This is an optimization exercise on Yosys and OpenROAD, whose aim is small area, not a production implementation. Only simulation tests tie the RTL to the original design; equivalence was not proved. Power figures rest on the tool's default switching activity, not on a simulated workload.

==> design/flow/design.v <==
module SignExtension(
  In, 
  Out
);
input signed [15:0] In; 
output signed [31:0] Out;
assign Out = In;
endmodule  
module SevenSeg(OUT,IN);
input  [3:0] IN;
output [6:0] OUT;
assign OUT =
  (IN == 4'h0) ? 7'b1000000 :
  (IN == 4'h1) ? 7'b1111001 :
  (IN == 4'h2) ? 7'b0100100 :
  (IN == 4'h3) ? 7'b0110000 :
  (IN == 4'h4) ? 7'b0011001 :
  (IN == 4'h5) ? 7'b0010010 :
  (IN == 4'h6) ? 7'b0000010 :
  (IN == 4'h7) ? 7'b1111000 :
  (IN == 4'h8) ? 7'b0000000 :
  (IN == 4'h9) ? 7'b0010000 :
  (IN == 4'hA) ? 7'b0001000 :
  (IN == 4'hb) ? 7'b0000011 :
  (IN == 4'hc) ? 7'b1000110 :
  (IN == 4'hd) ? 7'b0100001 :
  (IN == 4'he) ? 7'b0000110 :
    7'b0001110 ;
endmodule
module Fetch(
  I_CLOCK,
  I_LOCK,
  I_BranchPC,
  I_BranchAddrSelect,
  I_BranchStallSignal,
  I_DepStallSignal,
  I_GPUStallSignal, 
  I_IMEM_DATA,
  O_IMEM_ADDR,
  O_LOCK,
  O_PC,
  O_IR,
  O_FE_Valid 	     
);
input I_CLOCK;
input I_LOCK;
input [16-1:0] I_BranchPC;  
input I_BranchAddrSelect;  
input I_BranchStallSignal;  
input I_DepStallSignal;  
input I_GPUStallSignal;  
input [32-1:0] I_IMEM_DATA;
output [8-3:0] O_IMEM_ADDR;
output reg O_LOCK;
output reg [16-1:0] O_PC;
output reg [32-1:0] O_IR;
output reg  O_FE_Valid;
wire [8-3:0] PC_line;
assign PC_line = O_PC[8-1:2];
wire [32-1:0] IR_out;
assign O_IMEM_ADDR = PC_line;
assign IR_out = I_IMEM_DATA;
wire latch_keep;
assign latch_keep = I_BranchStallSignal || I_DepStallSignal;
always @(negedge I_CLOCK) begin
	O_LOCK <= I_LOCK;
	if (I_LOCK == 1'b1) begin
		O_PC <= (latch_keep) ? O_PC : I_BranchAddrSelect ? I_BranchPC : O_PC + 4;
		O_IR <= (latch_keep) ? O_IR : IR_out; 
		O_FE_Valid <= !latch_keep;
	end else begin
		O_PC <= 0;
		O_IR <= 0;
		O_FE_Valid <= 0; 
	end
end
endmodule
module Decode(
  I_CLOCK,
  I_LOCK,
  I_PC,
  I_IR,
  I_FE_Valid, 	
  I_WriteBackRegIdx,
  I_WriteBackVRegIdx,	      
  I_WriteBackData,
  I_CCValue,
  I_WriteBackPC,
  I_WriteBackPCEn,
  I_VecSrc1Value,
  I_VecSrc2Value,
  I_VecDestValue,
  I_RegWEn, 
  I_VRegWEn, 	 
  I_CCWEn,
  I_EDDestRegIdx,
  I_EDDestVRegIdx,
  I_EDDestWrite,
  I_EDDestVWrite,
  I_MDDestRegIdx,
  I_MDDestVRegIdx,
  I_MDDestWrite,
  I_MDDestVWrite,
  I_EDCCWEn,
  I_MDCCWEn,
  I_GPUStallSignal, 
  O_LOCK,
  O_PC,
  O_Opcode,
  O_IR, 	      
  O_Src1Value,
  O_Src2Value,
  O_DestRegIdx,
  O_DestVRegIdx,
  O_Idx, 
  O_Imm,
  O_DepStallSignal,
  O_BranchStallSignal,
  O_CCValue, 	      
  O_VecSrc1Value,
  O_VecSrc2Value,
  O_DE_Valid
);
input [64-1:0] I_VecSrc1Value;  
input [64-1:0] I_VecSrc2Value;  
input 						I_CLOCK;
input 						I_LOCK;
input [16-1:0]	I_PC;
input [32-1:0]	I_IR;
input 						I_FE_Valid;
input [3:0]						I_WriteBackRegIdx;
input [16-1:0]		I_WriteBackData;
input 							I_RegWEn;
input [6-1:0]	I_WriteBackVRegIdx;
input [64-1:0] 	I_VecDestValue;
input 							I_VRegWEn;
input [2:0]						I_CCValue;
input 							I_CCWEn;
input [16-1:0]		I_WriteBackPC;   
input								I_WriteBackPCEn;
input I_EDCCWEn;
input I_MDCCWEn;
input [3:0] I_EDDestRegIdx;
input I_EDDestWrite;
input [6-1:0] I_EDDestVRegIdx;
input I_EDDestVWrite;
input [3:0] I_MDDestRegIdx;
input I_MDDestWrite;
input [6-1:0] I_MDDestVRegIdx;
input I_MDDestVWrite;
input I_GPUStallSignal;  
output reg 								O_LOCK;
output reg [16-1:0] 		O_PC;
output reg [8-1:0]	O_Opcode;
output reg [32-1:0] 		O_IR;
output reg [2:0] 						O_CCValue;
output reg 								O_DE_Valid;
output reg [16-1:0] 		O_Src1Value;
output reg [16-1:0] 		O_Src2Value;
output reg [16-1:0] 		O_Imm;
output reg [3:0] 						O_DestRegIdx;
output reg [64-1:0] 		O_VecSrc1Value; 
output reg [64-1:0] 		O_VecSrc2Value;
output reg [1:0] 						O_Idx;
output reg [6-1:0] 	O_DestVRegIdx;
output reg O_DepStallSignal;
output reg O_BranchStallSignal;
reg [16-1:0] RF[0:16-1];
reg [2:0] CCValue;
wire [16-1:0] Imm32;
SignExtension SE0(.In(I_IR[15:0]), .Out(Imm32));
wire [8-1:0] Opcode;
assign Opcode = I_IR[31:24];
reg 								dep_stall;
reg 								br_stall;
reg [16-1:0]			Src1Value;
reg [16-1:0]			Src2Value;
reg [16-1:0]			Imm;
reg [3:0] 						DestRegIdx;
reg [64-1:0] 		VecSrc1Value;
reg [64-1:0] 		VecSrc2Value;
reg [1:0] 						Idx;
reg [6-1:0]	DestVRegIdx;
integer trav;
always @(*) begin	
	Src1Value = O_Src1Value;
	Src2Value = O_Src2Value;
	Imm = O_Imm;
	DestRegIdx = O_DestRegIdx;
	VecSrc1Value = 0;
	VecSrc2Value = 0;
	Idx = 0;
	DestVRegIdx = 0;
	dep_stall = 0;
   case (Opcode)
	8'b00000000: begin 
		Src1Value = RF[I_IR[19:16]];
		Src2Value = RF[I_IR[11:8]];
		DestRegIdx = I_IR[23:20];
		if ( ((I_IR[19:16] == I_EDDestRegIdx) && I_EDDestWrite) || 
			  ((I_IR[19:16] == I_MDDestRegIdx) && I_MDDestWrite) ||
			  ((I_IR[11:8]  == I_EDDestRegIdx) && I_EDDestWrite) || 
			  ((I_IR[11:8]  == I_MDDestRegIdx) && I_MDDestWrite) )
			dep_stall = 1;
		else
			dep_stall = 0; 	
	end 8'b00000100: begin
		Src1Value = RF[I_IR[19:16]];
		Src2Value = RF[I_IR[11:8]];
		DestRegIdx = I_IR[23:20];
		if ( ((I_IR[19:16] == I_EDDestRegIdx) && I_EDDestWrite) || 
			  ((I_IR[19:16] == I_MDDestRegIdx) && I_MDDestWrite) ||
			  ((I_IR[11:8]  == I_EDDestRegIdx) && I_EDDestWrite) || 
			  ((I_IR[11:8]  == I_MDDestRegIdx) && I_MDDestWrite) )
			dep_stall = 1;
		else
			dep_stall = 0; 	
	end 8'b00000001: begin
		Src1Value = RF[I_IR[19:16]];
		Imm = Imm32;
		DestRegIdx = I_IR[23:20];
		if ( ((I_IR[19:16] == I_EDDestRegIdx) && I_EDDestWrite) || 
			  ((I_IR[19:16] == I_MDDestRegIdx) && I_MDDestWrite) )
			dep_stall = 1;
		else
			dep_stall = 0; 	
	end 8'b00000101: begin
		Src1Value = RF[I_IR[19:16]];
		Imm = Imm32;
		DestRegIdx = I_IR[23:20];
		if ( ((I_IR[19:16] == I_EDDestRegIdx) && I_EDDestWrite) || 
			  ((I_IR[19:16] == I_MDDestRegIdx) && I_MDDestWrite) )
			dep_stall = 1;
		else
			dep_stall = 0; 
	end 8'b00110010: begin
		Src1Value = RF[I_IR[19:16]];
		Src2Value = RF[I_IR[23:20]];
		Imm = Imm32;
		if ( ((I_IR[19:16] == I_EDDestRegIdx) && I_EDDestWrite) || 
			  ((I_IR[19:16] == I_MDDestRegIdx) && I_MDDestWrite) ||
			  ((I_IR[23:20] == I_EDDestRegIdx) && I_EDDestWrite) || 
			  ((I_IR[23:20] == I_MDDestRegIdx) && I_MDDestWrite) )
			dep_stall = 1;
		else
			dep_stall = 0; 
	end 8'b11011001: begin
		Imm = Imm32;
		dep_stall = I_EDCCWEn || I_MDCCWEn;
	end 8'b11011100: begin
		Imm = Imm32;
		dep_stall = I_EDCCWEn || I_MDCCWEn;
	end 8'b11011010: begin
		Imm = Imm32;
		dep_stall = I_EDCCWEn || I_MDCCWEn;
	end 8'b11011101: begin
		Imm = Imm32;
		dep_stall = I_EDCCWEn || I_MDCCWEn;
	end 8'b11011011: begin
		Imm = Imm32;
		dep_stall = I_EDCCWEn || I_MDCCWEn;
	end 8'b11011110: begin
		Imm = Imm32;
		dep_stall = I_EDCCWEn || I_MDCCWEn;
	end 8'b11011111: begin
		Imm = Imm32;
		dep_stall = I_EDCCWEn || I_MDCCWEn;
	end default: begin
		dep_stall = 0;
	end
   endcase
end
always @(*) begin
	br_stall =
		(I_IR[31:27] == 5'b11011) ||
		(I_IR[31:24] == 8'b11100000)  ||
		(I_IR[31:24] == 8'b11110000)  ||
		(I_IR[31:24] == 8'b11111000);
end
always @(posedge I_CLOCK) begin
	if (I_LOCK == 1'b1) begin
		if (I_RegWEn)
			RF[I_WriteBackRegIdx] <= I_WriteBackData;
		if (I_CCWEn)
			CCValue <= I_CCValue;
	end else begin
		for (trav = 0; trav < 16; trav = trav + 1)
			RF[trav] <= 0;
		CCValue <= 0;
	end
end
always @(negedge I_CLOCK) begin
	O_LOCK 			<= I_LOCK;
	O_PC 				<= I_PC;
   O_Opcode 		<= Opcode;
	O_IR 				<= I_IR;
	O_CCValue		<= CCValue;
	O_Src1Value 	<= Src1Value;
	O_Src2Value 	<= Src2Value;
	O_Imm 			<= Imm;
	O_DestRegIdx 	<= DestRegIdx;
	O_VecSrc1Value	<= VecSrc1Value;
	O_VecSrc2Value <= VecSrc2Value;
	O_Idx 			<= Idx;
	O_DestVRegIdx 	<= DestVRegIdx;
	if (I_LOCK == 1'b1) begin
		O_DE_Valid 				<= I_FE_Valid;
		O_DepStallSignal		<= dep_stall;
		O_BranchStallSignal	<= br_stall;
	end else begin
		O_DE_Valid 				<= 0;
		O_DepStallSignal 		<= 0;
		O_BranchStallSignal	<= 0;
	end 
end
endmodule
module Execute(
  I_CLOCK,
  I_LOCK,
  I_PC,	       
  I_Opcode,
  I_IR, 	       
  I_Src1Value,
  I_Src2Value,
  I_DestRegIdx,
  I_DestVRegIdx,
  I_Imm,
  I_CCValue, 	       
  I_Idx, 
  I_VecSrc1Value,
  I_VecSrc2Value,
  I_DE_Valid, 
  I_GPUStallSignal, 
  O_LOCK,
  O_Opcode,
  O_IR, 	 
  O_PC,   
  O_R15PC,
  O_DestRegIdx,
  O_DestVRegIdx,	 
  O_DestValue,
  O_CCValue, 	       
  O_VecSrc1Value,
  O_VecDestValue,
  O_EX_Valid, 
  O_MARValue, 
  O_MDRValue,
  O_BranchPC_Signal, 
  O_BranchAddrSelect_Signal,
  O_RegWEn,
  O_VRegWEn,
  O_CCWEn,
  O_RegWEn_Signal,
  O_VRegWEn_Signal,
  O_CCWEn_Signal  
);
input 							I_CLOCK;
input 							I_LOCK;
input [16-1:0]		I_PC;
input [8-1:0]	I_Opcode;
input [32-1:0]		I_IR;
input [2:0]						I_CCValue;
input 							I_DE_Valid;
input signed  [16-1:0]	I_Src1Value;
input signed [16-1:0]		I_Src2Value;
input [16-1:0]				I_Imm;
input [3:0]								I_DestRegIdx;
input [64-1:0]				I_VecSrc1Value; 
input [64-1:0]				I_VecSrc2Value; 
input [1:0]								I_Idx; 
input [6-1:0]			I_DestVRegIdx;
input I_GPUStallSignal; 
output reg 								O_LOCK;
output reg [8-1:0]	O_Opcode;
output reg [16-1:0]			O_PC;
output reg [16-1:0]			O_R15PC;
output reg [32-1:0]			O_IR;
output reg 								O_EX_Valid;
output reg [2:0]						O_CCValue;
output reg 								O_CCWEn;
output reg [16-1:0]		O_DestValue;
output reg [3:0]						O_DestRegIdx;
output reg 								O_RegWEn;
output reg [64-1:0]		O_VecSrc1Value; 
output reg [64-1:0]		O_VecDestValue;
output reg [6-1:0]	O_DestVRegIdx;
output reg 								O_VRegWEn;
output reg [16-1:0]		O_MARValue;
output reg [16-1:0]		O_MDRValue;
output reg [16-1:0] 	O_BranchPC_Signal;
output reg							O_BranchAddrSelect_Signal;
output reg O_CCWEn_Signal;
output reg O_RegWEn_Signal;
output reg O_VRegWEn_Signal;
reg [16-1:0] 	dest_value;
reg [2:0] 					cc_value;
reg [16-1:0] 		r15pc;
reg [64-1:0] 	vec_dest_value;
reg [16-1:0] 	mar_value;
reg [16-1:0] 	mdr_value;
reg 							reg_w_en;
reg 							vreg_w_en;
reg 							cc_w_en;
reg 							is_br;
reg [16-1:0]		br_addr;
always @(*) begin  
	dest_value		= O_DestValue;
	cc_value			= O_CCValue;
	vec_dest_value	= 0;
	mar_value		= O_MARValue;
	mdr_value		= O_MDRValue;
	br_addr			= O_BranchPC_Signal;
	case (I_Opcode)
	8'b00000000: begin
		dest_value 		= I_Src1Value + I_Src2Value;
		cc_value 		= ((dest_value) == 0 ? 3'b010 : dest_value[15] == 0 ? 3'b100 : 3'b001);
		r15pc 			= I_PC;
		reg_w_en			= 1;
		vreg_w_en		= 0;
		cc_w_en			= 1;
		is_br				= 0;
	end 8'b00000100: begin
		dest_value 		= I_Src1Value + I_Src2Value;
		cc_value 		= ((dest_value) == 0 ? 3'b010 : dest_value[15] == 0 ? 3'b100 : 3'b001);
		r15pc 			= I_PC;
		reg_w_en			= 1;
		vreg_w_en		= 0;
		cc_w_en			= 1;
		is_br				= 0;
	end 8'b00000001: begin
		dest_value 		= I_Src1Value + I_Imm;
		cc_value 		= ((dest_value) == 0 ? 3'b010 : dest_value[15] == 0 ? 3'b100 : 3'b001);
		r15pc 			= I_PC;
		reg_w_en			= 1;
		vreg_w_en		= 0;
		cc_w_en			= 1;
		is_br				= 0;
	end 8'b00000101: begin
		dest_value 		= I_Src1Value + I_Imm;
		cc_value 		= ((dest_value) == 0 ? 3'b010 : dest_value[15] == 0 ? 3'b100 : 3'b001);
		r15pc 			= I_PC;
		reg_w_en			= 1;
		vreg_w_en		= 0;
		cc_w_en			= 1;
		is_br				= 0;
	end 8'b00110010: begin
		dest_value		= 0;
		cc_value			= 0;
		r15pc				= I_PC;
		vec_dest_value	= 0;
		mar_value		= I_Src1Value + I_Imm;
		mdr_value		= I_Src2Value;
		reg_w_en			= 0;
		vreg_w_en		= 0;
		cc_w_en			= 0;
		is_br				= 0;
		br_addr			= 0;
	end 8'b11011001: begin
		br_addr 		= I_CCValue == 3'b100 ? I_PC + I_Imm : I_PC;
		r15pc			= br_addr;
		reg_w_en 	= 0;
		vreg_w_en	= 0;
		cc_w_en		= 0;
		is_br 		= 1;
	end 8'b11011100: begin
		br_addr 		= I_CCValue == 3'b001 ? I_PC + I_Imm : I_PC;
		r15pc			= br_addr;
		reg_w_en 	= 0;
		vreg_w_en	= 0;
		cc_w_en		= 0;
		is_br 		= 1;
	end 8'b11011010: begin
		br_addr 		= I_CCValue == 3'b010 ? I_PC + I_Imm : I_PC;
		r15pc			= br_addr;
		reg_w_en 	= 0;
		vreg_w_en	= 0;
		cc_w_en		= 0;
		is_br 		= 1;
	end 8'b11011101: begin
		br_addr 		= I_CCValue != 3'b010 ? I_PC + I_Imm : I_PC;
		r15pc			= br_addr;
		reg_w_en 	= 0;
		vreg_w_en	= 0;
		cc_w_en		= 0;
		is_br 		= 1;
	end 8'b11011011: begin
		br_addr 		= I_CCValue != 3'b001 ? I_PC + I_Imm : I_PC;
		r15pc			= br_addr;
		reg_w_en 	= 0;
		vreg_w_en	= 0;
		cc_w_en		= 0;
		is_br 		= 1;
	end 8'b11011110: begin
		br_addr 		= I_CCValue != 3'b100 ? I_PC + I_Imm : I_PC;
		r15pc			= br_addr;
		reg_w_en 	= 0;
		vreg_w_en	= 0;
		cc_w_en		= 0;
		is_br 		= 1;
	end 8'b11011111: begin
		br_addr 		= I_PC + I_Imm;
		r15pc			= br_addr;
		reg_w_en 	= 0;
		vreg_w_en	= 0;
		cc_w_en		= 0;
		is_br 		= 1;
	end default: begin 
		r15pc 			= I_PC;
		reg_w_en			= 0;
		vreg_w_en		= 0;
		cc_w_en			= 0;
		is_br				= 0;
	end 
	endcase
end
always @(negedge I_CLOCK) begin
	O_LOCK 			<= I_LOCK;
	O_Opcode 		<= I_Opcode;
	O_PC 				<= I_PC;
	O_R15PC 			<= r15pc;
	O_IR 				<= I_IR;
	O_CCValue 		<= cc_value;
	O_DestValue 	<= dest_value;
	O_DestRegIdx	<= I_DestRegIdx;
	O_VecSrc1Value	<= I_VecSrc1Value; 
	O_VecDestValue <= vec_dest_value;
	O_DestVRegIdx	<= I_DestVRegIdx;
	O_MARValue 		<= mar_value;
	O_MDRValue 		<= mdr_value;
	O_BranchPC_Signal 			<= br_addr;
	O_BranchAddrSelect_Signal	<= is_br;
	if (I_LOCK == 1'b1) begin
		O_EX_Valid			<= I_DE_Valid;
		O_CCWEn 				<= cc_w_en;
		O_RegWEn 			<= reg_w_en;
		O_VRegWEn 			<= vreg_w_en;
		O_CCWEn_Signal		<= cc_w_en;
		O_RegWEn_Signal	<= reg_w_en;
		O_VRegWEn_Signal	<= vreg_w_en;
	end else begin 
		O_EX_Valid			<= 1'b0;
		O_CCWEn				<= 1'b0; 
		O_RegWEn				<= 1'b0;
		O_VRegWEn			<= 1'b0; 
		O_CCWEn_Signal		<= 1'b0;
		O_RegWEn_Signal	<= 1'b0;
		O_VRegWEn_Signal	<= 1'b0;
	end
end
endmodule
module Memory(
  I_CLOCK,
  I_LOCK,
  I_Opcode,
  I_PC,
  I_IR, 	
  I_R15PC,  
  I_DestRegIdx,
  I_DestVRegIdx, 	      
  I_DestValue,
  I_CCValue, 	      
  I_VecSrc1Value, 
  I_VecDestValue, 	 
  I_EX_Valid, 
  I_MARValue,
  I_MDRValue,
  I_RegWEn,
  I_VRegWEn,
  I_CCWEn,   
  I_GPUStallSignal,   
  O_LOCK,
  O_Opcode,
  O_IR, 	
  O_PC, 
  O_R15PC,  
  O_DestRegIdx,
  O_DestVRegIdx, 	  
  O_LEDR,
  O_LEDG,
  O_HEX0,
  O_HEX1,
  O_HEX2,
  O_HEX3,
  O_CCValue, 	      
  O_VecSrc1Value, 
  O_VecDestValue, 
  O_DestValue,
  O_MEM_Valid,
  O_RegWEn,
  O_VRegWEn,
  O_CCWEn   	      
 );
input 							I_CLOCK;
input 							I_LOCK;
input [16-1:0]		I_PC;
input [16-1:0]		I_R15PC;
input [8-1:0]	I_Opcode;
input [32-1:0]		I_IR;
input 							I_EX_Valid; 
input [2:0]						I_CCValue;
input								I_CCWEn;
input [16-1:0]		I_DestValue;
input [3:0]						I_DestRegIdx;
input								I_RegWEn;
input [64-1:0]		I_VecSrc1Value; 
input [64-1:0]		I_VecDestValue;
input [6-1:0]	I_DestVRegIdx;
input								I_VRegWEn;
input [16-1:0]		I_MARValue;
input [16-1:0]		I_MDRValue;
input								I_GPUStallSignal; 
output reg 								O_LOCK;
output reg [16-1:0]			O_PC; 
output reg [16-1:0]			O_R15PC; 
output reg [8-1:0]	O_Opcode;
output reg [32-1:0]			O_IR; 
output reg								O_MEM_Valid;
output reg [2:0]						O_CCValue;
output reg								O_CCWEn;
output reg [16-1:0]		O_DestValue;
output reg [3:0]						O_DestRegIdx;
output reg								O_RegWEn;
output reg [64-1:0]		O_VecSrc1Value; 
output reg [64-1:0]		O_VecDestValue;
output reg [6-1:0]	O_DestVRegIdx;
output reg								O_VRegWEn;
output [9:0]							O_LEDR;
output [7:0]							O_LEDG;
output [6:0] O_HEX0, O_HEX1, O_HEX2, O_HEX3;
reg  [16-1:0] dst_value;
always @(negedge I_CLOCK) begin
	O_LOCK			<= I_LOCK;
	O_PC 				<= I_PC; 
	O_R15PC 			<= I_R15PC; 
	O_Opcode 		<= I_Opcode;
	O_IR 				<= I_IR;
	O_CCValue 		<= I_CCValue;
	O_DestValue 	<= dst_value;
	O_DestRegIdx 	<= I_DestRegIdx;
	O_VecSrc1Value <= I_VecSrc1Value; 
	O_VecDestValue <= I_VecDestValue;
	O_DestVRegIdx	<= I_DestVRegIdx;
	if (I_LOCK == 1'b1) begin
		O_MEM_Valid 	<= I_EX_Valid;
		O_RegWEn 		<= I_RegWEn;
		O_VRegWEn 		<= I_VRegWEn;
		O_CCWEn 			<= I_CCWEn;
	end else begin
		O_MEM_Valid		<= 1'b0;
		O_RegWEn 		<= 1'b0;
		O_VRegWEn 		<= 1'b0;
		O_CCWEn 			<= 1'b0;
	end
end
reg [15:0] HexOut;
SevenSeg sseg0(.OUT(O_HEX3), .IN(HexOut[15:12]));
SevenSeg sseg1(.OUT(O_HEX2), .IN(HexOut[11:8]));
SevenSeg sseg2(.OUT(O_HEX1), .IN(HexOut[7:4]));
SevenSeg sseg3(.OUT(O_HEX0), .IN(HexOut[3:0]));
reg [9:0] LedROut;
reg [7:0] LedGOut;
assign O_LEDR = LedROut;
assign O_LEDG = LedGOut;
wire [6-1:0] mar_line_addr;
assign mar_line_addr = (I_MARValue >> 1) ;  
always @(*) begin
	if (I_EX_Valid) begin
		dst_value = I_DestValue;
	end else begin
		dst_value = O_DestValue;
	end
end
always @(negedge I_CLOCK) begin
	if (!I_LOCK) begin
		HexOut <= 16'hBEEF;
		LedGOut <= 8'b11111111;
		LedROut <= 10'b1111111111;
	end else if (I_EX_Valid) begin
		if (I_Opcode == 8'b00110010) begin
			if (I_MARValue[9:0] == 1022)
				HexOut <= I_MDRValue;
			else if (I_MARValue[9:0] == 1020)
				LedROut <= I_MDRValue;
			else if (I_MARValue[9:0] == 1021)
				LedGOut <= I_MDRValue;
		end
	end
end
endmodule
module Writeback(
  I_CLOCK,
  I_LOCK,
  I_Opcode,
  I_IR, 	
  I_PC,  
  I_R15PC,
  I_DestRegIdx,
  I_DestVRegIdx, 	
  I_DestValue,  
  I_CCValue, 		 
  I_VecSrc1Value,
  I_VecDestValue,
  I_MEM_Valid,
  I_RegWEn, 
  I_VRegWEn, 
  I_CCWEn,
  I_GPUStallSignal, 
  O_LOCK,
  O_WriteBackRegIdx,
  O_WriteBackVRegIdx,		 
  O_WriteBackData,
  O_PC, 
  O_CCValue, 		 
  O_VecDestValue,
  O_GSRValue, 
  O_GSRValue_Valid,
  O_VertexV1, 
  O_VertexV2, 
  O_VertexV3,
  O_RegWEn, 
  O_VRegWEn, 	 
  O_CCWEn     	       
);
input 							I_CLOCK;
input 							I_LOCK;
input [16-1:0]		I_PC;
input [16-1:0]		I_R15PC;
input [8-1:0]	I_Opcode;
input [32-1:0]		I_IR;
input								I_MEM_Valid; 
input [2:0]						I_CCValue;
input								I_CCWEn;
input [16-1:0]		I_DestValue;
input [3:0]						I_DestRegIdx;
input								I_RegWEn;
input [64-1:0]		I_VecSrc1Value; 
input [64-1:0]		I_VecDestValue;
input [6-1:0]	I_DestVRegIdx;  
input								I_VRegWEn;
input								I_GPUStallSignal;     
output reg								O_LOCK;
output reg [16-1:0]			O_PC;
output reg [2:0]						O_CCValue;
output reg								O_CCWEn; 
output reg[16-1:0]			O_WriteBackData;
output reg [3:0]						O_WriteBackRegIdx;
output reg								O_RegWEn;
output reg [64-1:0]		O_VecDestValue;
output reg [6-1:0]	O_WriteBackVRegIdx;
output reg								O_VRegWEn; 	 
output reg [8-1:0]			O_GSRValue; 
output reg [64-1:0]	O_VertexV1;
output reg [64-1:0]	O_VertexV2;
output reg [64-1:0]	O_VertexV3;
output reg									O_GSRValue_Valid; 
reg [1:0] vertex_point_status;
reg [29:0] vertex_v1_t;
reg [29:0] vertex_v2_t;
reg [29:0] vertex_v3_t;
always @(negedge I_CLOCK) begin
	O_LOCK					<= I_LOCK;
	O_PC 						<= I_PC;
	O_CCValue 				<= I_CCValue;
	O_WriteBackData 		<= I_DestValue;
	O_WriteBackRegIdx 	<= I_DestRegIdx;
	O_VecDestValue 		<= I_VecDestValue;
	O_WriteBackVRegIdx 	<= I_DestVRegIdx;
	O_GSRValue				<= 0;
	O_VertexV1				<= 0;
	O_VertexV2				<= 0;
	O_VertexV3				<= 0;
	O_GSRValue_Valid		<= 0;
	if (I_LOCK == 1'b1) begin
		O_CCWEn		<= I_CCWEn; 
		O_RegWEn 	<= I_RegWEn;
		O_VRegWEn 	<= I_VRegWEn;   
	end else begin
		O_CCWEn		<= 1'b0; 
		O_RegWEn 	<= 1'b0;
		O_VRegWEn 	<= 1'b0; 
	end
end
endmodule
module Gpu (
  I_CLK, 
  I_RST_N,
  I_VIDEO_ON, 
  I_GPU_DATA,
  I_GSRValue,
  I_GSRValue_Valid, 
  I_VertexV1, 
  I_VertexV2, 
  I_VertexV3, 	    
  O_GPU_DATA,
  O_GPU_ADDR,
  O_GPU_READ,
  O_GPU_WRITE,
  O_GPUStallSignal
);
input	I_CLK;
input I_RST_N;
input	I_VIDEO_ON;
input [8-1:0] I_GSRValue;
input [64-1:0]  I_VertexV1; 
input [64-1:0]  I_VertexV2; 
input [64-1:0]  I_VertexV3;
input I_GSRValue_Valid; 
input       [15:0] I_GPU_DATA;
output reg  [15:0] O_GPU_DATA;
output reg  [17:0] O_GPU_ADDR;
output reg         O_GPU_WRITE;
output reg         O_GPU_READ;
output reg         O_GPUStallSignal; 
reg [15:0] count;
reg [9:0]  rowInd;
reg [9:0]  colInd;
always @(posedge I_CLK or negedge I_RST_N)
begin
	if (!I_RST_N) begin
		O_GPU_ADDR <= 16'h0000;
		O_GPU_WRITE <= 1'b1;
		O_GPU_READ <= 1'b0;
		O_GPU_DATA <= {4'h0, 4'hF, 4'h0, 4'h0};
		count <= 0;
		O_GPUStallSignal <= 0; 
	end else begin
		if (!I_VIDEO_ON) begin
		  	count <= count + 1;
		if (count[15] == 0) begin 
				O_GPU_ADDR <= rowInd*640 + colInd;
				O_GPU_WRITE <= 1'b1;
				O_GPU_READ <= 1'b0;
				O_GPU_DATA <= {4'h0, 4'hf, 4'hf, 4'h0};
			end 
		 if (count[15] == 1)   begin 
		   O_GPU_ADDR <= rowInd*640 + colInd;
		   O_GPU_WRITE <= 1'b1;
		   O_GPU_READ <= 1'b0;
		   O_GPU_DATA <= {4'h0, 4'h0, 4'h0, 4'h0};
		end
		end  
	end  
end
always @(posedge I_CLK or negedge I_RST_N)
begin
  if (!I_RST_N) begin
    colInd <= 0;
  end else begin
    if (!I_VIDEO_ON) begin
      if (colInd < 639)
        colInd <= colInd + 1;
      else
        colInd <= 0;
    end
  end
end
always @(posedge I_CLK or negedge I_RST_N)
begin
  if (!I_RST_N) begin
    rowInd <= 0;
  end else begin
    if (!I_VIDEO_ON) begin
      if (colInd == 0) begin
        if (rowInd < 399)
          rowInd <= rowInd + 1;
        else
          rowInd <= 0;
      end
    end
  end
end
endmodule
module MultiSram (
  I_VGA_ADDR, 
  I_VGA_READ,
  O_VGA_DATA, 
  I_GPU_ADDR, 
  I_GPU_DATA, 
  I_GPU_READ, 
  I_GPU_WRITE, 
  O_GPU_DATA, 
  I_SRAM_DQ,
  O_SRAM_DQ,
  O_SRAM_DQ_OE,
  O_SRAM_ADDR,
  O_SRAM_UB_N,
  O_SRAM_LB_N,
  O_SRAM_WE_N,
  O_SRAM_CE_N,
  O_SRAM_OE_N
);
input         I_VGA_READ;
input	 [17:0] I_VGA_ADDR;
output [15:0] O_VGA_DATA;
input	 [17:0] I_GPU_ADDR;
input	 [15:0] I_GPU_DATA;
output [15:0] O_GPU_DATA;
input	        I_GPU_READ;
input	        I_GPU_WRITE;
input	 [15:0] I_SRAM_DQ;    
output [15:0] O_SRAM_DQ;    
output        O_SRAM_DQ_OE;  
output [17:0] O_SRAM_ADDR;
output        O_SRAM_UB_N,
              O_SRAM_LB_N,
              O_SRAM_WE_N,
              O_SRAM_CE_N,
              O_SRAM_OE_N;
assign O_SRAM_DQ = I_GPU_DATA;
assign O_SRAM_DQ_OE = !O_SRAM_WE_N && I_GPU_WRITE;
assign O_SRAM_ADDR = I_VGA_READ ? I_VGA_ADDR : ((I_GPU_READ | I_GPU_WRITE) ? I_GPU_ADDR : 0);
assign O_SRAM_WE_N = I_VGA_READ ? 1'b1 : (I_GPU_WRITE ? 1'b0: 1'b1);								
assign O_SRAM_CE_N = 1'b0;
assign O_SRAM_UB_N = 1'b0;
assign O_SRAM_LB_N = 1'b0;
assign O_SRAM_OE_N = I_GPU_WRITE ? 1'b1 : 1'b0;
assign O_VGA_DATA = I_VGA_READ ? I_SRAM_DQ : 16'h0000;
assign O_GPU_DATA = I_GPU_READ ? I_SRAM_DQ : 16'h0000;
endmodule
module PixelGen (
  I_CLK,
  I_RST_N,
  I_DATA,
  I_COORD_X,
  I_COORD_Y,
  O_VIDEO_ON,
  O_NEXT_ADDR,
  O_RED,
  O_GREEN,
  O_BLUE
);
input I_CLK;
input I_RST_N;
input [15:0] I_DATA;
input [9:0]	 I_COORD_X;
input [9:0]	 I_COORD_Y;
output reg        O_VIDEO_ON;
output reg [17:0] O_NEXT_ADDR; 
output reg [3:0]  O_RED;
output reg [3:0]  O_GREEN;
output reg [3:0]  O_BLUE;
always @(posedge I_CLK or negedge I_RST_N)
begin
  if (!I_RST_N) begin
    O_VIDEO_ON <= 1'b0;
    O_NEXT_ADDR <= 0;
  end else begin
    if (I_COORD_X == 639) begin
      if (I_COORD_Y == 39) begin
        O_VIDEO_ON <= 1;
        O_NEXT_ADDR <= 0;
      end else begin
        if (I_COORD_Y >= 440) begin
          O_VIDEO_ON <= 0;
          O_NEXT_ADDR <= 0;
        end else begin
          O_NEXT_ADDR <= (I_COORD_Y-40)*640 + I_COORD_X + 1;
        end
      end
    end else begin
      O_NEXT_ADDR <= (I_COORD_Y-40)*640 + I_COORD_X + 1;
    end
  end
end
always @(posedge I_CLK or negedge I_RST_N)
begin
  if (!I_RST_N) begin
    O_RED <= 0;
    O_GREEN <= 0;
    O_BLUE <= 0;
  end else begin
    if (I_COORD_Y == 39 && I_COORD_X == 639) begin
      O_RED <= I_DATA[11:8];
      O_GREEN <= I_DATA[7:4];
      O_BLUE <= I_DATA[3:0];
    end else begin
      if (I_COORD_Y < 40 || I_COORD_Y >= 440 || (I_COORD_Y == 439 && I_COORD_X == 639)) begin
        O_RED <= 0;
        O_GREEN <= 0;
        O_BLUE <= 0;
      end else begin
        O_RED <= I_DATA[11:8];
        O_GREEN <= I_DATA[7:4];
        O_BLUE <= I_DATA[3:0];
      end
    end
  end
end
endmodule
module VgaController (
  I_CLK,
  I_RST_N,
  I_RED,
  I_GREEN,
  I_BLUE,
  O_ADDRESS,
  O_COORD_X,
  O_COORD_Y,
  O_VGA_R,
  O_VGA_G,
  O_VGA_B,
  O_VGA_SYNC,
  O_VGA_BLANK,
  O_VGA_CLOCK,
  O_VGA_H_SYNC,
  O_VGA_V_SYNC
);
input I_CLK;
input I_RST_N;
input [3:0]	I_RED;
input [3:0]	I_GREEN;
input [3:0]	I_BLUE;
output reg [19:0]	O_ADDRESS;
output reg [9:0]  O_COORD_X;
output reg [9:0]  O_COORD_Y;
output [3:0] O_VGA_R;
output [3:0] O_VGA_G;
output [3:0] O_VGA_B;
output       O_VGA_SYNC;
output       O_VGA_BLANK;
output       O_VGA_CLOCK;
output reg   O_VGA_H_SYNC;
output reg   O_VGA_V_SYNC;
reg [9:0] H_Counter;
reg [9:0] V_Counter;
reg [3:0] CursorColor_R;
reg [3:0] CursorColor_G;
reg [3:0] CursorColor_B;
assign O_VGA_BLANK = O_VGA_H_SYNC & O_VGA_V_SYNC;
assign O_VGA_SYNC  = 1'b0;
assign O_VGA_CLOCK = I_CLK;
assign O_VGA_R = ((96 + 48 + 4)<=H_Counter && H_Counter<(96 + 48 + 4)+640 && (2 + 32)<=V_Counter && V_Counter<(2 + 32)+480) ? CursorColor_R : 0;
assign O_VGA_G = ((96 + 48 + 4)<=H_Counter && H_Counter<(96 + 48 + 4)+640 && (2 + 32)<=V_Counter && V_Counter<(2 + 32)+480) ? CursorColor_G : 0;
assign O_VGA_B = ((96 + 48 + 4)<=H_Counter && H_Counter<(96 + 48 + 4)+640 && (2 + 32)<=V_Counter && V_Counter<(2 + 32)+480) ? CursorColor_B : 0;
always @(posedge I_CLK or negedge I_RST_N)
begin
  if (!I_RST_N) begin
    O_ADDRESS <= 0;
    O_COORD_X <= 0;
    O_COORD_Y <= 0;
  end else begin
    if ((96 + 48 + 4)<=H_Counter && H_Counter<(96 + 48 + 4)+640 && (2 + 32)<=V_Counter && V_Counter<(2 + 32)+480) begin
      O_ADDRESS <= O_COORD_Y*640+O_COORD_X-3;
      O_COORD_X <= H_Counter-(96 + 48 + 4);
      O_COORD_Y <= V_Counter-(2 + 32);
    end
  end
end
always @(posedge I_CLK or negedge I_RST_N)
begin
  if (!I_RST_N) begin
    CursorColor_R	<= 0;
    CursorColor_G	<= 0;
    CursorColor_B	<= 0;
  end else begin
    CursorColor_R	<= I_RED;
    CursorColor_G	<= I_GREEN;
    CursorColor_B	<= I_BLUE;
  end
end
always @(posedge I_CLK or negedge I_RST_N)
begin
  if (!I_RST_N) begin
    H_Counter <=	0;
    O_VGA_H_SYNC <= 0;
  end else begin
    if (H_Counter < 800)
      H_Counter <=	H_Counter + 1;
    else
      H_Counter <=	0;
    if (H_Counter < 96)
      O_VGA_H_SYNC <= 0;
    else
      O_VGA_H_SYNC <= 1;
  end
end
always @(posedge I_CLK or negedge I_RST_N)
begin
  if (!I_RST_N) begin
    V_Counter <=	0;
    O_VGA_V_SYNC <= 0;
  end else begin
    if (H_Counter == 0) begin
      if (V_Counter < 525)
        V_Counter <=	V_Counter + 1;
      else
        V_Counter <=	0;
      if (V_Counter < 2)
        O_VGA_V_SYNC <= 0;
      else
        O_VGA_V_SYNC <= 1;
    end
  end
end
endmodule
module lg_highlevel(
  clk,           
  rst_n,         
  IMEM_ADDR,     
  IMEM_DATA,     
  HEX0,          
  HEX1,          
  HEX2,          
  HEX3,          
  LEDG,          
  LEDR,          
  VGA_HS,        
  VGA_VS,        
  VGA_R,         
  VGA_G,         
  VGA_B,         
  SRAM_DQ_IN,    
  SRAM_DQ_OUT,   
  SRAM_DQ_OE,    
  SRAM_ADDR,     
  SRAM_UB_N,     
  SRAM_LB_N,     
  SRAM_WE_N,     
  SRAM_CE_N,     
  SRAM_OE_N      
);
input        clk;
input        rst_n;
output [8-3:0] IMEM_ADDR;
input  [32-1:0]         IMEM_DATA;
output [6:0] HEX0;  
output [6:0] HEX1;  
output [6:0] HEX2;  
output [6:0] HEX3;  
output [7:0] LEDG;  
output [9:0] LEDR;  
output        VGA_HS;  
output        VGA_VS;  
output [3:0]  VGA_R;   
output [3:0]  VGA_G;   
output [3:0]  VGA_B;   
input  [15:0] SRAM_DQ_IN;   
output [15:0] SRAM_DQ_OUT;  
output        SRAM_DQ_OE;   
output [17:0] SRAM_ADDR;  
output        SRAM_UB_N;  
output        SRAM_LB_N;  
output        SRAM_WE_N;  
output        SRAM_CE_N;  
output        SRAM_OE_N;  
wire pll_c0;
wire pll_locked;
wire LOCK_FD;
wire [16-1:0] PC_FD;
wire [32-1:0] IR_FD;
wire [16-1:0] BranchPC_EF;
wire BranchAddrSelect_EF;
wire DepStallSignal_DF;
wire BranchStallSignal_DF;
wire FE_Valid_FD;
wire [3:0] WriteBackRegIdx_WD;
wire [6-1:0] WriteBackVRegIdx_WD;   
wire [16-1:0] WritebackData_WD;
wire [16-1:0] PC_WD;
wire [64-1:0] VecSrc1Value_WD;
wire [64-1:0] VecSrc2Value_WD;
wire [64-1:0] VecDestValue_WD;
wire 	       RegWEn_WD;
wire 	       VRegWEn_WD;
wire 	       CCWEn_WD;
wire LOCK_DE;
wire [16-1:0] PC_DE;
wire [8-1:0] Opcode_DE;
wire [32-1:0] IR_DE;   
wire [16-1:0] Src1Value_DE;
wire [16-1:0] Src2Value_DE;
wire [3:0] DestRegIdx_DE;
wire [6-1:0]  DestVRegIdx_DE;
wire [16-1:0] Imm_DE;
wire [1:0] Idx_DE;
wire [64-1:0] VecSrc1Value_DE;
wire [64-1:0] VecSrc2Value_DE;
wire DE_Valid_DE;
wire LOCK_EM;
wire [8-1:0] Opcode_EM;
wire [32-1:0] IR_EM;      
wire [16-1:0] PC_EM;
wire [16-1:0] R15PC_EM;
wire [3:0] DestRegIdx_EM;
wire [6-1:0]  DestVRegIdx_EM;   
wire [16-1:0] DestValue_EM;
wire [64-1:0] VecSrc1Value_EM;
wire [64-1:0] VecDestValue_EM;
wire EX_Valid_EM;
wire [16-1:0] MARValue_EM;
wire [16-1:0] MDRValue_EM;
wire 	       RegWEn_EM;
wire 	       VRegWEn_EM;
wire 	       CCWEn_EM;
wire 	       RegWEn_ED;
wire 	       VRegWEn_ED;
wire 	       CCWEn_ED;
wire LOCK_MW;
wire [8-1:0] Opcode_MW;
wire [32-1:0] IR_MW;   
wire [16-1:0] PC_MW;   
wire [16-1:0] R15PC_MW;
wire [3:0] DestRegIdx_MW;
wire [6-1:0]  DestVRegIdx_MW; 
wire [16-1:0] DestValue_MW;  
wire EX_Valid_MW; 
wire [64-1:0] VecSrc1Value_MW;
wire [64-1:0] VecDestValue_MW;
wire         LOCK_WG; 
wire 	       RegWEn_MW;
wire 	       VRegWEn_MW;
wire 	       CCWEn_MW;
wire [8-1:0] GSRValue_WG; 
wire [64-1:0] VertexV1_WG;
wire [64-1:0] VertexV2_WG;
wire [64-1:0] VertexV3_WG;
wire GSRValue_Valid_WG; 
wire [2:0] 		     CCValue_DE;
wire [2:0] 		     CCValue_EM;
wire [2:0] 		     CCValue_MW;
wire [2:0] 		     CCValue_WD;         
wire 	GPUStallSignal_G; 
wire 	GPUStallSignal = 1'b0;
assign pll_c0 = clk;
assign pll_locked = rst_n;
assign VecSrc1Value_WD = 0;
assign VecSrc2Value_WD = 0;
Fetch Fetch0 (
  .I_CLOCK(pll_c0),
  .I_LOCK(pll_locked),
  .I_BranchPC(BranchPC_EF),
  .I_BranchAddrSelect(BranchAddrSelect_EF),
  .I_BranchStallSignal(BranchStallSignal_DF),
  .I_DepStallSignal(DepStallSignal_DF),
  .I_GPUStallSignal(GPUStallSignal),
  .I_IMEM_DATA(IMEM_DATA),
  .O_IMEM_ADDR(IMEM_ADDR),
  .O_LOCK(LOCK_FD),
  .O_PC(PC_FD),
  .O_IR(IR_FD),
  .O_FE_Valid(FE_Valid_FD)	      
);
Decode Decode0 (
  .I_CLOCK(pll_c0),
  .I_LOCK(LOCK_FD),
  .I_PC(PC_FD),
  .I_IR(IR_FD),
  .I_FE_Valid(FE_Valid_FD),
  .I_WriteBackRegIdx(WriteBackRegIdx_WD),
  .I_WriteBackVRegIdx(WriteBackVRegIdx_WD),		
  .I_WriteBackData(WritebackData_WD),
  .I_CCValue(CCValue_WD), 			
  .I_WriteBackPC(PC_WD),
  .I_WriteBackPCEn(EX_Valid_MW),
  .I_VecSrc1Value(VecSrc1Value_WD),
  .I_VecSrc2Value(VecSrc2Value_WD),
  .I_VecDestValue(VecDestValue_WD),
  .I_RegWEn(RegWEn_WD),
  .I_VRegWEn(VRegWEn_WD),
  .I_CCWEn(CCWEn_WD),		      		       				  		
  .I_EDDestVRegIdx(DestVRegIdx_DE),
  .I_EDDestRegIdx(DestRegIdx_DE),
  .I_MDDestVRegIdx(DestVRegIdx_EM),
  .I_MDDestRegIdx(DestRegIdx_EM),  
  .I_EDDestWrite(RegWEn_ED),  
  .I_MDDestWrite(RegWEn_EM),
  .I_EDDestVWrite(VRegWEn_ED),
  .I_MDDestVWrite(VRegWEn_EM),  
  .I_EDCCWEn(CCWEn_ED),
  .I_MDCCWEn(CCWEn_EM),
  .I_GPUStallSignal(GPUStallSignal),
  .O_LOCK(LOCK_DE),
  .O_PC(PC_DE),
  .O_Opcode(Opcode_DE),
  .O_IR(IR_DE),		
  .O_Src1Value(Src1Value_DE),
  .O_Src2Value(Src2Value_DE),
  .O_DestRegIdx(DestRegIdx_DE),
  .O_DestVRegIdx(DestVRegIdx_DE),
  .O_Idx(Idx_DE),
  .O_Imm(Imm_DE),
  .O_DepStallSignal(DepStallSignal_DF),
  .O_BranchStallSignal(BranchStallSignal_DF),				
  .O_CCValue(CCValue_DE), 				
  .O_VecSrc1Value(VecSrc1Value_DE), 
  .O_VecSrc2Value(VecSrc2Value_DE),
  .O_DE_Valid(DE_Valid_DE) 		
);
Execute Execute0 (
  .I_CLOCK(pll_c0),
  .I_LOCK(LOCK_DE),
  .I_PC(PC_DE),
  .I_Opcode(Opcode_DE),
  .I_IR(IR_DE),		  
  .I_Src1Value(Src1Value_DE),
  .I_Src2Value(Src2Value_DE),
  .I_DestRegIdx(DestRegIdx_DE),
  .I_DestVRegIdx(DestVRegIdx_DE),
  .I_Imm(Imm_DE),
  .I_CCValue(CCValue_DE),
  .I_Idx(Idx_DE),
  .I_VecSrc1Value(VecSrc1Value_DE),
  .I_VecSrc2Value(VecSrc2Value_DE),		  
  .I_DE_Valid(DE_Valid_DE),				  
  .I_GPUStallSignal(GPUStallSignal),
  .O_LOCK(LOCK_EM),
  .O_Opcode(Opcode_EM),
  .O_IR(IR_EM),	
  .O_PC(PC_EM), 
  .O_R15PC(R15PC_EM), 
  .O_DestRegIdx(DestRegIdx_EM),
  .O_DestVRegIdx(DestVRegIdx_EM),		  
  .O_DestValue(DestValue_EM),
  .O_CCValue(CCValue_EM), 				  		  
  .O_VecSrc1Value(VecSrc1Value_EM), 
  .O_VecDestValue(VecDestValue_EM),
  .O_EX_Valid(EX_Valid_EM),
  .O_MARValue(MARValue_EM),
  .O_MDRValue(MDRValue_EM),
  .O_BranchPC_Signal(BranchPC_EF), 
  .O_BranchAddrSelect_Signal(BranchAddrSelect_EF),
  .O_RegWEn_Signal(RegWEn_ED),
  .O_VRegWEn_Signal(VRegWEn_ED),
  .O_CCWEn_Signal(CCWEn_ED),
  .O_RegWEn(RegWEn_EM),
  .O_VRegWEn(VRegWEn_EM),
  .O_CCWEn(CCWEn_EM)		      		       				  		  
);
Memory Memory0 (
  .I_CLOCK(pll_c0),
  .I_LOCK(LOCK_EM),
  .I_Opcode(Opcode_EM),
  .I_IR(IR_EM),
  .I_PC(PC_EM),  
  .I_R15PC(R15PC_EM),
  .I_DestRegIdx(DestRegIdx_EM),
  .I_DestVRegIdx(DestVRegIdx_EM),		
  .I_DestValue(DestValue_EM),
  .I_CCValue(CCValue_EM), 				  		
  .I_VecSrc1Value(VecSrc1Value_EM),
  .I_VecDestValue(VecDestValue_EM),
  .I_EX_Valid(EX_Valid_EM),		
  .I_MARValue(MARValue_EM),
  .I_MDRValue(MDRValue_EM),
  .I_RegWEn(RegWEn_EM),
  .I_VRegWEn(VRegWEn_EM),
  .I_CCWEn(CCWEn_EM),		      		       				  		
  .I_GPUStallSignal(GPUStallSignal),
  .O_LOCK(LOCK_MW),
  .O_Opcode(Opcode_MW),
  .O_IR(IR_MW),
  .O_PC(PC_MW),  
  .O_R15PC(R15PC_MW), 
  .O_DestRegIdx(DestRegIdx_MW),
  .O_DestVRegIdx(DestVRegIdx_MW),		
  .O_LEDR(LEDR),
  .O_LEDG(LEDG),
  .O_HEX0(HEX0),
  .O_HEX1(HEX1),
  .O_HEX2(HEX2),
  .O_HEX3(HEX3),  
  .O_CCValue(CCValue_MW), 				  					
  .O_VecSrc1Value(VecSrc1Value_MW), 
  .O_VecDestValue(VecDestValue_MW),
  .O_DestValue(DestValue_MW),
  .O_MEM_Valid(EX_Valid_MW),
  .O_RegWEn(RegWEn_MW),
  .O_VRegWEn(VRegWEn_MW),
  .O_CCWEn(CCWEn_MW)		      		       				  
);
Writeback Writeback0 (
  .I_CLOCK(pll_c0),
  .I_LOCK(LOCK_MW),
  .I_Opcode(Opcode_MW),
  .I_IR(IR_MW),	
  .I_PC(PC_MW), 
  .I_R15PC(R15PC_MW),  
  .I_DestRegIdx(DestRegIdx_MW),
  .I_DestVRegIdx(DestVRegIdx_MW),
  .I_VecSrc1Value(VecSrc1Value_MW),
  .I_DestValue(DestValue_MW),
  .I_VecDestValue(VecDestValue_MW),		      
  .I_MEM_Valid(EX_Valid_MW),
  .I_CCValue(CCValue_MW), 		      
  .I_RegWEn(RegWEn_MW),
  .I_VRegWEn(VRegWEn_MW),
  .I_CCWEn(CCWEn_MW),	
  .I_GPUStallSignal(GPUStallSignal),
  .O_LOCK(LOCK_WG),  
  .O_WriteBackRegIdx(WriteBackRegIdx_WD),
  .O_WriteBackVRegIdx(WriteBackVRegIdx_WD),		      
  .O_WriteBackData(WritebackData_WD),
  .O_CCValue(CCValue_WD), 
  .O_PC(PC_WD),  
  .O_VecDestValue(VecDestValue_WD),
  .O_GSRValue(GSRValue_WG),
  .O_GSRValue_Valid(GSRValue_Valid_WG),
  .O_VertexV1(VertexV1_WG), 
  .O_VertexV2(VertexV2_WG),
  .O_VertexV3(VertexV3_WG),
  .O_RegWEn(RegWEn_WD), 
  .O_VRegWEn(VRegWEn_WD),
  .O_CCWEn(CCWEn_WD)       	 		      
);
wire [17:0]	mVGA_ADDR;
wire [15:0]	mVGA_DATA;
wire [9:0]  mVGA_X;
wire [9:0]  mVGA_Y;
wire [3:0]  mVGA_R;
wire [3:0]  mVGA_G;
wire [3:0]  mVGA_B;
wire        mGPU_READ;
wire        mGPU_WRITE;
wire [17:0]	mGPU_ADDR;
wire [15:0]	mGPU_WRITE_DATA;
wire [15:0]	mGPU_READ_DATA;
wire VIDEO_ON; 
VgaController VgaController0 (
  .I_CLK          (pll_c0),
  .I_RST_N        (rst_n),
  .I_RED          (mVGA_R),
  .I_GREEN        (mVGA_G),
  .I_BLUE         (mVGA_B),
  .O_COORD_X      (mVGA_X),
  .O_COORD_Y      (mVGA_Y),
  .O_VGA_R        (VGA_R),
  .O_VGA_G        (VGA_G),
  .O_VGA_B        (VGA_B),
  .O_VGA_H_SYNC   (VGA_HS),
  .O_VGA_V_SYNC   (VGA_VS)
);
Gpu Gpu0 (
  .I_CLK          (pll_c0),
  .I_RST_N        (rst_n),  
  .I_VIDEO_ON     (VIDEO_ON),
  .I_GPU_DATA     (mGPU_READ_DATA),
  .I_GSRValue(GSRValue_WG),
  .I_GSRValue_Valid(GSRValue_Valid_WG),
  .I_VertexV1(VertexV1_WG), 
  .I_VertexV2(VertexV2_WG),
  .I_VertexV3(VertexV3_WG), 		      
  .O_GPU_DATA     (mGPU_WRITE_DATA),
  .O_GPU_ADDR     (mGPU_ADDR),
  .O_GPU_READ     (mGPU_READ),
  .O_GPU_WRITE    (mGPU_WRITE),
  .O_GPUStallSignal (GPUStallSignal_G)
);
PixelGen PixelGen0 (
  .I_CLK          (pll_c0),
  .I_RST_N        (rst_n),
  .I_DATA         (mVGA_DATA),
  .I_COORD_X      (mVGA_X),
  .I_COORD_Y      (mVGA_Y),
  .O_VIDEO_ON     (VIDEO_ON),
  .O_NEXT_ADDR    (mVGA_ADDR),
  .O_RED          (mVGA_R),
  .O_GREEN        (mVGA_G),
  .O_BLUE         (mVGA_B)
);
MultiSram MultiSram0 (	
  .I_VGA_READ     (VIDEO_ON),
  .I_VGA_ADDR     (mVGA_ADDR),
  .O_VGA_DATA     (mVGA_DATA),
  .I_GPU_ADDR     (mGPU_ADDR),
  .I_GPU_DATA     (mGPU_WRITE_DATA),
  .I_GPU_READ     (mGPU_READ), 
  .I_GPU_WRITE    (mGPU_WRITE),
  .O_GPU_DATA     (mGPU_READ_DATA),
  .I_SRAM_DQ      (SRAM_DQ_IN),
  .O_SRAM_DQ      (SRAM_DQ_OUT),
  .O_SRAM_DQ_OE   (SRAM_DQ_OE),
  .O_SRAM_ADDR    (SRAM_ADDR),
  .O_SRAM_UB_N    (SRAM_UB_N),
  .O_SRAM_LB_N    (SRAM_LB_N),
  .O_SRAM_WE_N    (SRAM_WE_N),
  .O_SRAM_CE_N    (SRAM_CE_N),
  .O_SRAM_OE_N    (SRAM_OE_N)
);
endmodule  
==> design/flow/run.sh <==
#!/bin/bash
# synth_recipe.tcl (not shown) runs the flow's synth.tcl, then flattens the netlist and writes it again
# the make line also repeats each setting of config.mk as NAME=value (left out here)
make -C /OpenROAD-flow-scripts/flow DESIGN_CONFIG=/design/flow/config.mk WORK_HOME=/design/flow/orfs CLKGATE_MAP_FILE= SYNTH_SCRIPT=/design/flow/synth_recipe.tcl finish
==> design/flow/config.mk <==
export PLATFORM = sky130hd
export DESIGN_NAME = lg_highlevel
export DESIGN_NICKNAME = lg_highlevel
export VERILOG_FILES = /design/flow/design.v
export SDC_FILE = /design/flow/constraint.sdc
export NUM_CORES = 4
export LEC_CHECK = 0
export CAP_MARGIN = 20
export CORE_MARGIN = 2
export CORE_UTILIZATION = 40
export SLEW_MARGIN = 20
==> design/flow/constraint.sdc <==
create_clock -name core_clock -period 10.0 [get_ports {clk}]
set_input_delay 2.0000 -clock core_clock [delete_from_list [all_inputs] [get_ports {clk}]]
set_output_delay 2.0000 -clock core_clock [all_outputs]
set_load 0.01 [all_outputs]
==> results.toml <==
[placed_design]
gp_congestion = 0.869
dpl.cell_count = 4471
hpwl_mm = 60.9
port_buffers = 139

[logic_synthesis]
yosys.cell_count.top_type = "nand2_1"
ys_seq_area_frac = 0.441
ys_ff_latch = 669
yosys-top-cells-area = "dfxtp_1 23%, mux4_2 16%, edfxtp_1 10%, dfrtp_1 10%, nand2_1 8.6%"
async_reset_ff_frac = 0.211
synth_top_area_cell = "dfxtp_1"
synth_area_per_cell_um2 = 10.3
synth_edf_count = 121
synth_commonest_cells = "800 x nand2_1, 407 x dfxtp_1, 298 x a21boi_0, 240 x mux4_2, 193 x clkbuf_1"
syn-instance-count = 3376
synth_ff_type = "dfxtp_1"
syn_area_um2 = 34700
synth_top_cell_area_share = 0.235
synth_cell_types = 72
yosysWarnings = 9

[clock_tree]
hold_buffers = 0
cts_tree = "built"
htree_levels = 3
cts_root_buf = "clkbuf_16"
worstSkewPairLatency_ns = 0.67
cts.repair.resized = 0
post_cts_buffers = 0
cts.sinks = 669
clkTransAtPathRegs_ns = 0.04
clk_path_buf_depth = 3
numCtsBuffers = 76

[power_and_ir_drop]
p_leak_nw = 15.9
pwr-share-clk = 0.523
p_seq_frac = 0.435
switchingPower_w = 0.00174
intPower_w = 0.00488
swShare = 0.263
max-vdd-ir-drop_mv = 0.124
power_density_nw_per_um2 = 163
combPwrFrac = 0.042

[setup_path]
crit_cells = 4
cp_data_required_time_ns = 8.00
rr_endpoint = "Decode0.RF[1][4]"
setup.worst_path.start_class = "flip-flop"
max_stage_delay_ns = 0.59
worstPathArrival_ns = 7.33
startpoint = "Memory0.HexOut[5]"
ff2ff_path_depth = 6
r2r_slack_ns = 2.15
crit_path_max_fanout = 14
cpMaxStageDelayCell = "clkdlybuf4s50_1"
crit_end = "HEX1[5]"
crit_buf_inv = 1
reg2reg_from = "Fetch0.O_LOCK"
critPathTopFamily = "buffers and inverters"
path_cells = "nor2b_1, a21oi_1, o32ai_1, clkdlybuf4s50_1"
crit_type = "flip-flop to primary output"
cp-end-kind = "primary output"

[status]
outcome = "complete, no violations"

[floorplanning]
rows = 108
die_h_um = 299
die-area_um2 = 89200
pin_count = 156
start_util = 0.402
die_x_um = 299
core_um2 = 86300

[drt]
drc = 0
vias = 26600
drt_pass1_iterations = 6
wl_per_cell_um = 19.8
viasPerCell = 5.44
drt_iter0_drc = 2034
ant_nets = 0
routed_wl_mm = 96.7

[sta]
tns_ns = 0
setup_viol = 0
skew_ns = 0.0577
slew_violations = 0
hold_viol_final = 0
tightest_slew_ns = 1.23
worst_hold_slack_ns = 0.312
max-slew-margin-rel = 0.176
rsz0062_at_grt = "false"

[global_route]
grt_use_total = 0.215
grt_max_degree = 112
grt_pass1_vias = 25600
grt_pass1_wl_mm = 149
overflow = 0
antenna_found_initial = 7

[final_layout]
nets = 3807
n_antenna_cell = 0
fillerInstances = 7994
utilization = 0.472
drive_gt1_frac = 0.130
synthToLayoutAreaGrowth_pct = 17.3
instances_no_fill = 4880

[flow_run]
maxCapViolations = 0

[worst_hold_path]
hold_class = "flip-flop to flip-flop"
[layout by cell type, fill, tap and decap left out, types with 10 or more instances in the layout]
cell type | netlist | routed
clkbuf_8 | 0 | 10
dfrtp_1 | 140 | 139
inv_1 | 53 | 323
dfxtp_1 | 407 | 396
a21boi_0 | 298 | 298
o21ai_0 | 105 | 104
a211oi_1 | 15 | 15
nand2b_1 | 26 | 26
or3_1 | 13 | 13
conb_1 | 2 | 12
a21o_1 | 20 | 20
nor2_1 | 146 | 144
nor2b_1 | 26 | 26
mux4_2 | 240 | 240
clkbuf_16 | 0 | 84
nand2_1 | 800 | 799
nand3_1 | 60 | 59
buf_4 | 24 | 45
and2_1 | 43 | 43
a21oi_1 | 75 | 75
clkdlybuf4s50_1 | 0 | 138
ha_1 | 89 | 89
mux2_2 | 35 | 35
and3_1 | 20 | 20
mux2i_1 | 32 | 32
o22ai_1 | 11 | 11
xnor2_1 | 67 | 67
edfxtp_1 | 121 | 121
nor3_1 | 40 | 35
o21bai_1 | 11 | 11
nand4_1 | 20 | 20
a31oi_1 | 13 | 13
xor2_1 | 71 | 71
[worst register-to-register path: stages, from the launching register on]
cell and delay [ns]:
dfxtp_4 0.73, nand2_1 0.22, or3_1 0.44, nor2_1 0.70, buf_4 0.39, nand2_1 0.09
a21boi_0 0.19
[final cells by class]
| cell class | count | area, µm² | share of cell area |
|---|---|---|---|
| Sequential cell | 669 | 15300 | 0.377 |
| Clock inverter | 307 | 1510 | 0.0371 |
| Inverter | 53 | 199 | 0.00488 |
| Timing Repair Buffer | 184 | 1730 | 0.0425 |
| Tap cell | 1155 | 1450 | 0.0355 |
| Multi-Input combinational cell | 2409 | 18200 | 0.448 |
| Clock buffer | 103 | 2270 | 0.0558 |
[through the flow]
step | power, W | instance area, µm² | setup slack [ns]
finish | 0.00662 | 40700 | 0.672
global route | 0.00692 | 40700 | 0.508
CTS | 0.00670 | 40700 | 0.646
detailed placement | 0.00337 | 37000 | 1.34
global placement | 0.00337 | 37000 | 1.33
floorplan | 0.00326 | 34800 | 1.87
[how the worst min path moves through the flow]
stage | start | slack (ns) | cells past startpoint | endpoint
after CTS | Memory0.O_DestRegIdx[2] | 0.31 | 0 | Writeback0.O_WriteBackRegIdx[2]
final | Memory0.O_DestRegIdx[3] | 0.31 | 0 | Writeback0.O_WriteBackRegIdx[3]
after floorplan | Memory0.O_CCValue[0] | 0.31 | 0 | Writeback0.O_CCValue[0]
after global routing | Memory0.O_DestRegIdx[2] | 0.33 | 0 | Writeback0.O_WriteBackRegIdx[2]
after global placement | Memory0.O_CCValue[2] | 0.31 | 0 | Writeback0.O_CCValue[2]
after detailed placement | Memory0.O_CCValue[2] | 0.32 | 0 | Writeback0.O_CCValue[2]
[sequential cells by signal (all words and copies together), names as in the netlist, 10 cells and up]
| name | count |
|---|---|
| Execute0.O_MARValue | 10 |
| Gpu0.O_GPU_ADDR | 18 |
| Execute0.O_MDRValue | 16 |
| Memory0.HexOut | 16 |
| VgaController0.H_Counter | 10 |
| PixelGen0.O_NEXT_ADDR | 18 |
| VgaController0.V_Counter | 10 |
| Decode0.O_Src1Value | 16 |
| Memory0.LedROut | 10 |
| Gpu0.colInd | 10 |
| VgaController0.O_COORD_X | 10 |
| Decode0.O_Imm | 16 |
| Memory0.O_DestValue | 16 |
| Gpu0.rowInd | 10 |
| Execute0.O_DestValue | 16 |
| Decode0.O_Src2Value | 16 |
| VgaController0.O_COORD_Y | 10 |
| Fetch0.O_IR | 32 |
| Gpu0.count | 16 |
| Decode0.RF | 256 |
| Writeback0.O_WriteBackData | 16 |
[routing by layer]
| metal | wire length, µm | GRT usage | share of wire |
|---|---|---|---|
| met4 | 3140 | 0.0859 | 0.032 |
| met1 | 41700 | 0.291 | 0.43 |
| met3 | 7850 | 0.0459 | 0.081 |
| met2 | 43900 | 0.336 | 0.45 |
| met5 | 0 | 0 | 0 |
[logic make-up after synthesis]
group | Yosys count | synth area share
adders and majority gates | 95 | 0.0355
AOI/OAI and AO/OA | 626 | 0.125
other | 2 | 0.000216
buffers and inverters | 308 | 0.0363
muxes | 307 | 0.176
DFF | 669 | 0.441
and+or+nand+nor | 1231 | 0.151
xor gates and xnor gates | 138 | 0.0348
[power groups by stage]
stage,Sequential (W),Clock (W),Combinational (W)
6_report,0.00288,0.00346,0.000280
5_1_grt,0.00289,0.00373,0.000304
4_1_cts,0.00288,0.00354,0.000281
3_5_place_dp,0.00293,0.000161,0.000279
3_3_place_gp,0.00293,0.000161,0.000278
2_1_floorplan,0.00287,0.000161,0.000231
